Source: an optimization exercise on an open RTL-to-GDS flow (aim: small area). Production flows keep margins and buffers that such runs may drop.
Only simulation tests tie the RTL to the original design; equivalence was not proved.
The clock port is modelled as an ideal driver; clocking choices that lean on that would not hold on a real chip.
Power and IR drop assume default switching activity.

// topModule
module topModule(clk, rst, switch, key_row, key_col, seg_data, seg_position, light_out);
Size: roughly 3900 sq um of cells after synthesis.
clock: 10.0 ns
lec_check: 0
cap_margin: 0
core_margin: 2
core_utilization: 85
slew_margin: 0
standard.sh (not shown) runs the stock make flow with config.mk's settings and CLKGATE_MAP_FILE= SYNTH_SCRIPT=/design/flow/synth_recipe.tcl, a recipe that flattens the netlist after the stock synthesis.
==> flow/flow/run.sh <==
#!/bin/bash
# Synthesis: the standard script with an area-oriented ABC recipe
# (flow/abc_area.script) and no adder extraction; registers are then given
# the instance names the standard synthesis gives them. Layout: the standard
# flow with the smallest buffer on the ports and a clock tree of small
# clusters without dummy loads, whose buffers are then downsized as far as the
# flip-flop clock-pin slew allows (flow/downsize_clk.tcl).
set -euo pipefail
W=$PWD
R=$W/orfs/results/$FLOW_PLATFORM/topModule/base
# 1. standard synthesis, kept for its register names
bash standard.sh synth > $W/synth_standard.log 2>&1
cp $R/1_2_yosys.v $W/standard_synth.v
rm -f $R/1_2_yosys.v $R/1_synth.odb $R/1_synth.sdc
# 2. area-oriented synthesis
rm -rf $W/scripts_area
cp -r $FLOW_HOME/scripts $W/scripts_area
cp $W/flow/abc_area.script $W/scripts_area/abc_area.script
SCRIPTS_DIR=$W/scripts_area ABC_AREA=1 ADDER_MAP_FILE= bash standard.sh $R/1_2_yosys.v > $W/synth_area.log 2>&1
python3 $W/flow/rename_regs.py $W/standard_synth.v $R/1_2_yosys.v > $W/rename_regs.log 2>&1
# 3. layout
export BUFFER_PORTS_ARGS="-buffer_cell sky130_fd_sc_hd__buf_1"
export POST_CTS_TCL=$W/flow/downsize_clk.tcl
export CTS_ARGS="-sink_clustering_enable -repair_clock_nets -dont_use_dummy_load -buf_list {sky130_fd_sc_hd__clkbuf_4 sky130_fd_sc_hd__clkbuf_8} -sink_clustering_size 12"
bash standard.sh > $W/layout.log 2>&1
Other scripts of this flow, unchanged in this note and not shown: flow/flow/abc_area.script, flow/flow/downsize_clk.tcl, flow/flow/rename_regs.py
The baseline never finished: it broke off in 3_1_place_gp_skip_io, error GPL-0301.
Edit:
Settings changed: CORE_UTILIZATION 85 to 70.
=> Now the flow produced a clean layout; area after synthesis does not change; synthesized cell count is unchanged.
Edit:
Settings changed: CAP_MARGIN 0 to 20, SLEW_MARGIN 0 to 20.
The new run finished with timing, DRC and antenna clean; total power rose slightly; synthesized area is lower slightly; wire length falls by a few percent; global-route usage decreases by 0.71 points; worst hold slack is worse by 0.017 ns; synthesized cell count goes down slightly.
Edit:
Settings changed: GPL_ROUTABILITY_DRIVEN set to 0, GPL_TIMING_DRIVEN set to 0.
Outcome: Routed wire length is about the same; utilization falls by 1.8 points; worst setup slack degrades by 0.021 ns; synthesized area came out higher by 0.39%; register-to-register slack is worse by 0.30 ns; design area goes up by 1.4%; die area came out higher by 0.37%; cell count came out higher by 2.7%; count of clock-buffer cells in the layout does not change; hold slack got worse by 0.020 ns.

* * *

Starting RTL as in the previous note.
==> flow/design.v (excerpt) <==
module topModule(clk, rst, switch, key_row, key_col, seg_data, seg_position, light_out);
==> flow/config.mk <==
export PLATFORM = sky130hd
export DESIGN_NAME = topModule
export DESIGN_NICKNAME = topModule
export VERILOG_FILES = /design/flow/design.v
export SDC_FILE = /design/flow/constraint.sdc
export NUM_CORES = 4
export LEC_CHECK = 0
export CAP_MARGIN = 20
export CORE_MARGIN = 2
export CORE_UTILIZATION = 70
export SLEW_MARGIN = 20
==> flow/constraint.sdc <==
create_clock -name core_clock -period 10.0 [get_ports {clk}]
set_input_delay 2.0000 -clock core_clock [delete_from_list [all_inputs] [get_ports {clk}]]
set_output_delay 2.0000 -clock core_clock [all_outputs]
set_load 0.01 [all_outputs]
==> flow/flow/run.sh <==
#!/bin/bash
# Synthesis: the standard script run with each of several area-oriented ABC
# recipes (flow/abc_*.script) and no adder extraction; the smallest result is
# kept, and its registers are given the instance names the standard synthesis
# gives them. Layout: the standard flow with the smallest buffer on the ports,
# without the buffers timing-driven placement adds where no design rule needs
# them (flow/pre_resize.tcl), and a clock tree of small clusters without
# dummy loads, whose buffers are then downsized as far as the flip-flop
# clock-pin slew allows (flow/downsize_clk.tcl).
set -euo pipefail
W=$PWD
P=results/$FLOW_PLATFORM/topModule/base
R=$W/orfs/$P
# 1. standard synthesis, kept for its register names
bash standard.sh synth > $W/synth_standard.log 2>&1
cp $R/1_2_yosys.v $W/standard_synth.v
rm -f $R/1_2_yosys.v $R/1_synth.odb $R/1_synth.sdc
# 2. area-oriented syntheses, four at a time
MK=$(grep '^make -C' standard.sh | sed 's/ "\${@:-finish}"$//')
variant() {
  local k=$1 d=$W/syn_$1
  rm -rf $d; mkdir -p $d
  cp -r $FLOW_HOME/scripts $d/scripts
  cp $W/flow/abc_$k.script $d/scripts/abc_area.script
  local cmd=$(echo "$MK" | sed "s#WORK_HOME=[^ ]*#WORK_HOME=$d/orfs#")
  SCRIPTS_DIR=$d/scripts ABC_AREA=1 ADDER_MAP_FILE= bash -c "$cmd $d/orfs/$P/1_2_yosys.v" > $W/synth_$k.log 2>&1 || true
}
n=0
for f in $W/flow/abc_*.script; do
  k=$(basename $f .script); k=${k#abc_}
  variant $k &
  n=$((n+1))
  if (( n % 4 == 0 )); then wait; fi
done
wait
best=""; best_area=""
for f in $W/flow/abc_*.script; do
  k=$(basename $f .script); k=${k#abc_}
  s=$W/syn_$k/orfs/reports/$FLOW_PLATFORM/topModule/base/synth_stat.txt
  [[ -f $s && -f $W/syn_$k/orfs/$P/1_2_yosys.v ]] || continue
  a=$(sed -n "s/.*Chip area for module.*: *\([0-9.]*\).*/\1/p" $s | tail -1)
  echo "variant $k area $a" >> $W/synth_variants.log
  if [[ -z "$best" ]] || awk "BEGIN {exit !($a < $best_area)}"; then best=$k; best_area=$a; fi
done
echo "kept variant $best area $best_area" >> $W/synth_variants.log
cp $W/syn_$best/orfs/$P/1_2_yosys.v $R/1_2_yosys.v
python3 $W/flow/rename_regs.py $W/standard_synth.v $R/1_2_yosys.v > $W/rename_regs.log 2>&1
# 3. layout
export BUFFER_PORTS_ARGS="-buffer_cell sky130_fd_sc_hd__buf_1"
export PRE_RESIZE_TCL=$W/flow/pre_resize.tcl
export POST_CTS_TCL=$W/flow/downsize_clk.tcl
export CTS_ARGS="-sink_clustering_enable -repair_clock_nets -dont_use_dummy_load -buf_list {sky130_fd_sc_hd__clkbuf_4 sky130_fd_sc_hd__clkbuf_8} -sink_clustering_size 12"
bash standard.sh > $W/layout.log 2>&1
==> flow/flow/abc_a0.script <==
strash
&get -n
&deepsyn -T 30 -S 0
&put
dch -f
&get -n
&nf -R 1000 -p -F 8 -A 4 -a
&put
==> flow/flow/abc_a1.script <==
strash
&get -n
&deepsyn -T 30 -S 1
&put
dch -f
&get -n
&nf -R 1000 -p -F 8 -A 4 -a
&put
==> flow/flow/abc_a2.script <==
strash
&get -n
&deepsyn -T 30 -S 2
&put
dch -f
&get -n
&nf -R 1000 -p -F 8 -A 4 -a
&put
==> flow/flow/abc_a3.script <==
strash
&get -n
&deepsyn -T 30 -S 3
&put
dch -f
&get -n
&nf -R 1000 -p -F 8 -A 4 -a
&put
==> flow/flow/abc_b0.script <==
strash
&get -n
&deepsyn -T 30 -S 0
&put
dch -f
&get -n
&nf -R 1000 -p
&put
==> flow/flow/abc_b1.script <==
strash
&get -n
&deepsyn -T 30 -S 1
&put
dch -f
&get -n
&nf -R 1000 -p
&put
==> flow/flow/abc_b2.script <==
strash
&get -n
&deepsyn -T 30 -S 2
&put
dch -f
&get -n
&nf -R 1000 -p
&put
==> flow/flow/abc_b3.script <==
strash
&get -n
&deepsyn -T 30 -S 3
&put
dch -f
&get -n
&nf -R 1000 -p
&put
==> flow/flow/downsize_clk.tcl <==
# Downsize each clock-tree buffer to the smallest clkbuf that keeps every
# flip-flop clock pin's slew (placement-estimated) under a limit.
proc my_clk_max_slew {} {
  estimate_parasitics -placement
  set mx 0
  foreach pin [get_pins -hierarchical */CLK] {
    set s [get_property $pin slew_max]
    if {$s > $mx} { set mx $s }
  }
  return $mx
}
set my_slew_limit 0.118
set my_block [ord::get_db_block]
foreach my_inst [$my_block getInsts] {
  set my_name [$my_inst getName]
  if {![string match clkbuf_* $my_name]} continue
  set my_orig [[$my_inst getMaster] getName]
  foreach my_size {2 4 8 16} {
    set my_try sky130_fd_sc_hd__clkbuf_$my_size
    if {$my_try == $my_orig} break
    replace_cell $my_name $my_try
    if {[my_clk_max_slew] <= $my_slew_limit} break
    replace_cell $my_name $my_orig
  }
  puts "clock buffer $my_name: $my_orig -> [[$my_inst getMaster] getName]"
}
puts "clock pin slew after downsizing: [my_clk_max_slew]"
==> flow/flow/pre_resize.tcl <==
# Remove the buffers timing-driven global placement inserted (named place*);
# the repair_design that follows adds back any that a design rule needs.
set my_names {}
foreach my_inst [get_cells place*] {
  if {[string match sky130_fd_sc_hd__buf_* [get_property $my_inst ref_name]]} {
    lappend my_names [get_full_name $my_inst]
  }
}
puts "removing [llength $my_names] placement buffers: $my_names"
if {[llength $my_names] > 0} { remove_buffers {*}$my_names }
Other scripts of this flow, unchanged in this note and not shown: flow/flow/rename_regs.py
Rerun with:
Settings changed: CORE_UTILIZATION 70 to 78.
Result: Combinational power increases by about 0.7%. Sequential share of layout area is about the same. Die area decreases by 9.7%. Power is about the same. Clock-buffer cell count does not change. Sequential power is about the same. Wire length increases by 2.1%. Final area is about the same.
Rerun with:
==> flow/flow/abc_c0.script (new file) <==
strash
&get -n
&deepsyn -T 30 -S 0
&dch -f
&nf -R 1000 -p
&put
==> flow/flow/abc_c1.script (new file) <==
strash
&get -n
&deepsyn -T 30 -S 1
&dch -f
&nf -R 1000 -p
&put
==> flow/flow/abc_c2.script (new file) <==
strash
&get -n
&deepsyn -T 30 -S 2
&dch -f
&nf -R 1000 -p
&put
==> flow/flow/abc_c3.script (new file) <==
strash
&get -n
&deepsyn -T 30 -S 3
&dch -f
&nf -R 1000 -p
&put
==> flow/flow/abc_d0.script (new file) <==
strash
&get -n
&deepsyn -T 30 -S 0
&dch -f
&nf -R 1000 -p -F 8 -A 4 -a
&put
==> flow/flow/abc_d1.script (new file) <==
strash
&get -n
&deepsyn -T 30 -S 1
&dch -f
&nf -R 1000 -p -F 8 -A 4 -a
&put
==> flow/flow/abc_d2.script (new file) <==
strash
&get -n
&deepsyn -T 30 -S 2
&dch -f
&nf -R 1000 -p -F 8 -A 4 -a
&put
==> flow/flow/abc_d3.script (new file) <==
strash
&get -n
&deepsyn -T 30 -S 3
&dch -f
&nf -R 1000 -p -F 8 -A 4 -a
&put
Settings changed: CORE_UTILIZATION 78 to 70.
removed: flow/flow/abc_a0.script
removed: flow/flow/abc_a1.script
removed: flow/flow/abc_a2.script
removed: flow/flow/abc_a3.script
removed: flow/flow/abc_b0.script
removed: flow/flow/abc_b1.script
removed: flow/flow/abc_b2.script
removed: flow/flow/abc_b3.script
Clock skew rose by 0.0043 ns.
Critical path depth stays the same.
Setup slack is worse by 0.34 ns.
Die area rose by roughly a tenth.
Routed wire length fell slightly.
Via count fell by a few percent.
Rerun with:
==> flow/flow/abc_c4.script (new file) <==
strash
&get -n
&deepsyn -T 30 -S 4
&dch -f
&nf -R 1000 -p
&put
==> flow/flow/abc_c5.script (new file) <==
strash
&get -n
&deepsyn -T 30 -S 5
&dch -f
&nf -R 1000 -p
&put
==> flow/flow/abc_d4.script (new file) <==
strash
&get -n
&deepsyn -T 30 -S 4
&dch -f
&nf -R 1000 -p -F 8 -A 4 -a
&put
==> flow/flow/abc_d5.script (new file) <==
strash
&get -n
&deepsyn -T 30 -S 5
&dch -f
&nf -R 1000 -p -F 8 -A 4 -a
&put
=> The new run produced a clean layout. Routed wire length climbs slightly. Worst setup slack is worse by 0.41 ns. Die area barely changes.
Rerun with:
==> flow/flow/abc_a0.script (new file) <==
strash
&get -n
&deepsyn -T 30 -S 0
&put
dch -f
&get -n
&nf -R 1000 -p -F 8 -A 4 -a
&put
==> flow/flow/abc_a1.script (new file) <==
strash
&get -n
&deepsyn -T 30 -S 1
&put
dch -f
&get -n
&nf -R 1000 -p -F 8 -A 4 -a
&put
==> flow/flow/abc_a2.script (new file) <==
strash
&get -n
&deepsyn -T 30 -S 2
&put
dch -f
&get -n
&nf -R 1000 -p -F 8 -A 4 -a
&put
==> flow/flow/abc_a3.script (new file) <==
strash
&get -n
&deepsyn -T 30 -S 3
&put
dch -f
&get -n
&nf -R 1000 -p -F 8 -A 4 -a
&put
==> flow/flow/abc_b0.script (new file) <==
strash
&get -n
&deepsyn -T 30 -S 0
&put
dch -f
&get -n
&nf -R 1000 -p
&put
==> flow/flow/abc_b1.script (new file) <==
strash
&get -n
&deepsyn -T 30 -S 1
&put
dch -f
&get -n
&nf -R 1000 -p
&put
==> flow/flow/abc_b2.script (new file) <==
strash
&get -n
&deepsyn -T 30 -S 2
&put
dch -f
&get -n
&nf -R 1000 -p
&put
==> flow/flow/abc_b3.script (new file) <==
strash
&get -n
&deepsyn -T 30 -S 3
&put
dch -f
&get -n
&nf -R 1000 -p
&put
--- a/flow/flow/downsize_clk.tcl
+++ b/flow/flow/downsize_clk.tcl
@@ -10,5 +10,5 @@
   return $mx
 }
-set my_slew_limit 0.118
+set my_slew_limit 0.110
 set my_block [ord::get_db_block]
 foreach my_inst [$my_block getInsts] {
removed: flow/flow/abc_c0.script
removed: flow/flow/abc_c1.script
removed: flow/flow/abc_c2.script
removed: flow/flow/abc_c3.script
removed: flow/flow/abc_c4.script
removed: flow/flow/abc_c5.script
removed: flow/flow/abc_d0.script
removed: flow/flow/abc_d1.script
removed: flow/flow/abc_d2.script
removed: flow/flow/abc_d3.script
removed: flow/flow/abc_d4.script
removed: flow/flow/abc_d5.script
After rerunning:
- The changed run passed the timing, DRC and antenna checks
- clock-buffer cell count does not change
- total power went up slightly
- final cell count hardly moves
- worst setup slack improves by 0.46 ns
- cell area rose slightly
- wire length barely changes
- sequential power barely changes
- flip-flop and latch count does not change
- global-route usage came out lower by 0.48 points
- clock skew is lower by 0.011 ns
- non-clock buffer count goes up by 1
Rerun with:
--- a/flow/flow/run.sh
+++ b/flow/flow/run.sh
@@ -3,9 +3,8 @@
 # recipes (flow/abc_*.script) and no adder extraction; the smallest result is
 # kept, and its registers are given the instance names the standard synthesis
-# gives them. Layout: the standard flow with the smallest buffer on the ports,
-# without the buffers timing-driven placement adds where no design rule needs
-# them (flow/pre_resize.tcl), and a clock tree of small clusters without
-# dummy loads, whose buffers are then downsized as far as the flip-flop
-# clock-pin slew allows (flow/downsize_clk.tcl).
+# gives them. Layout: the standard flow with the smallest buffer on the ports
+# and a clock tree of small clusters without dummy loads, whose buffers are
+# then downsized as far as the flip-flop clock-pin slew allows
+# (flow/downsize_clk.tcl).
 set -euo pipefail
 W=$PWD
@@ -48,5 +47,4 @@
 # 3. layout
 export BUFFER_PORTS_ARGS="-buffer_cell sky130_fd_sc_hd__buf_1"
-export PRE_RESIZE_TCL=$W/flow/pre_resize.tcl
 export POST_CTS_TCL=$W/flow/downsize_clk.tcl
 export CTS_ARGS="-sink_clustering_enable -repair_clock_nets -dont_use_dummy_load -buf_list {sky130_fd_sc_hd__clkbuf_4 sky130_fd_sc_hd__clkbuf_8} -sink_clustering_size 12"
removed: flow/flow/pre_resize.tcl
After rerunning: The new run finished with timing, DRC and antenna clean; total power shrinks by 0.80%; worst hold slack gains 0.0069 ns; register-to-register slack gains 0.02 ns; utilization stays the same; routed wire length stays flat.

==> port drivers added, routing unchanged <==
Ports are ideal in the flow. The routed layouts listed here were re-timed in OpenROAD.
Step 1, drivers: a clkbuf_16 drives clk and a buf_2 each remaining input, both assumed.
Step 2, shift: input delay + t, output delay - t, t = (earliest + latest rising clock arrival at the registers) / 2. This alone moves slack from input paths to output paths.
a / b / c = ideal ports / drivers / drivers and shift; a / b = the first two.
run | t (ns) | slack for setup (ns) | hold slack, ns | worst setup path after step 2 | worst slew at a driven data input, ns
the second run of note 1 | 0.533 | 5.898 / 5.898 / 5.898 | 0.354 / 0.354 / 0.354 | register to register | 0.04
the third run of note 1 | 0.511 | 5.783 / 5.755 / 6.091 | 0.337 / 0.337 / 0.337 | register to register | 0.03
the fourth run of note 1 | 0.502 | 5.761 / 5.735 / 5.634 | 0.317 / 0.317 / 0.317 | input to register | 0.03
the first run of note 2 | 0.432 | 5.851 / 5.819 / 6.135 | 0.330 / 0.330 / 0.330 | input to register | 0.03
the second run of note 2 | 0.369 | 5.959 / 5.935 / 5.905 | 0.350 / 0.350 / 0.350 | input to register | 0.04
the third run of note 2 | 0.532 | 5.617 / 5.617 / 5.617 | 0.338 / 0.338 / 0.338 | register to register | 0.03
the fourth run of note 2 | 0.536 | 5.210 / 5.205 / 4.669 | 0.323 / 0.323 / 0.323 | input to register | 0.04
the fifth run of note 2 | 0.560 | 5.672 / 5.644 / 6.092 | 0.329 / 0.329 / 0.329 | input to register | 0.03
the sixth run of note 2 | 0.544 | 5.721 / 5.695 / 6.177 | 0.336 / 0.336 / 0.336 | register to register | 0.03
After both steps setup and hold are still met in every run listed. The setup slack of the fourth run of note 2, which loses most, moves by -0.005 ns with the drivers and by -0.541 ns with both steps.
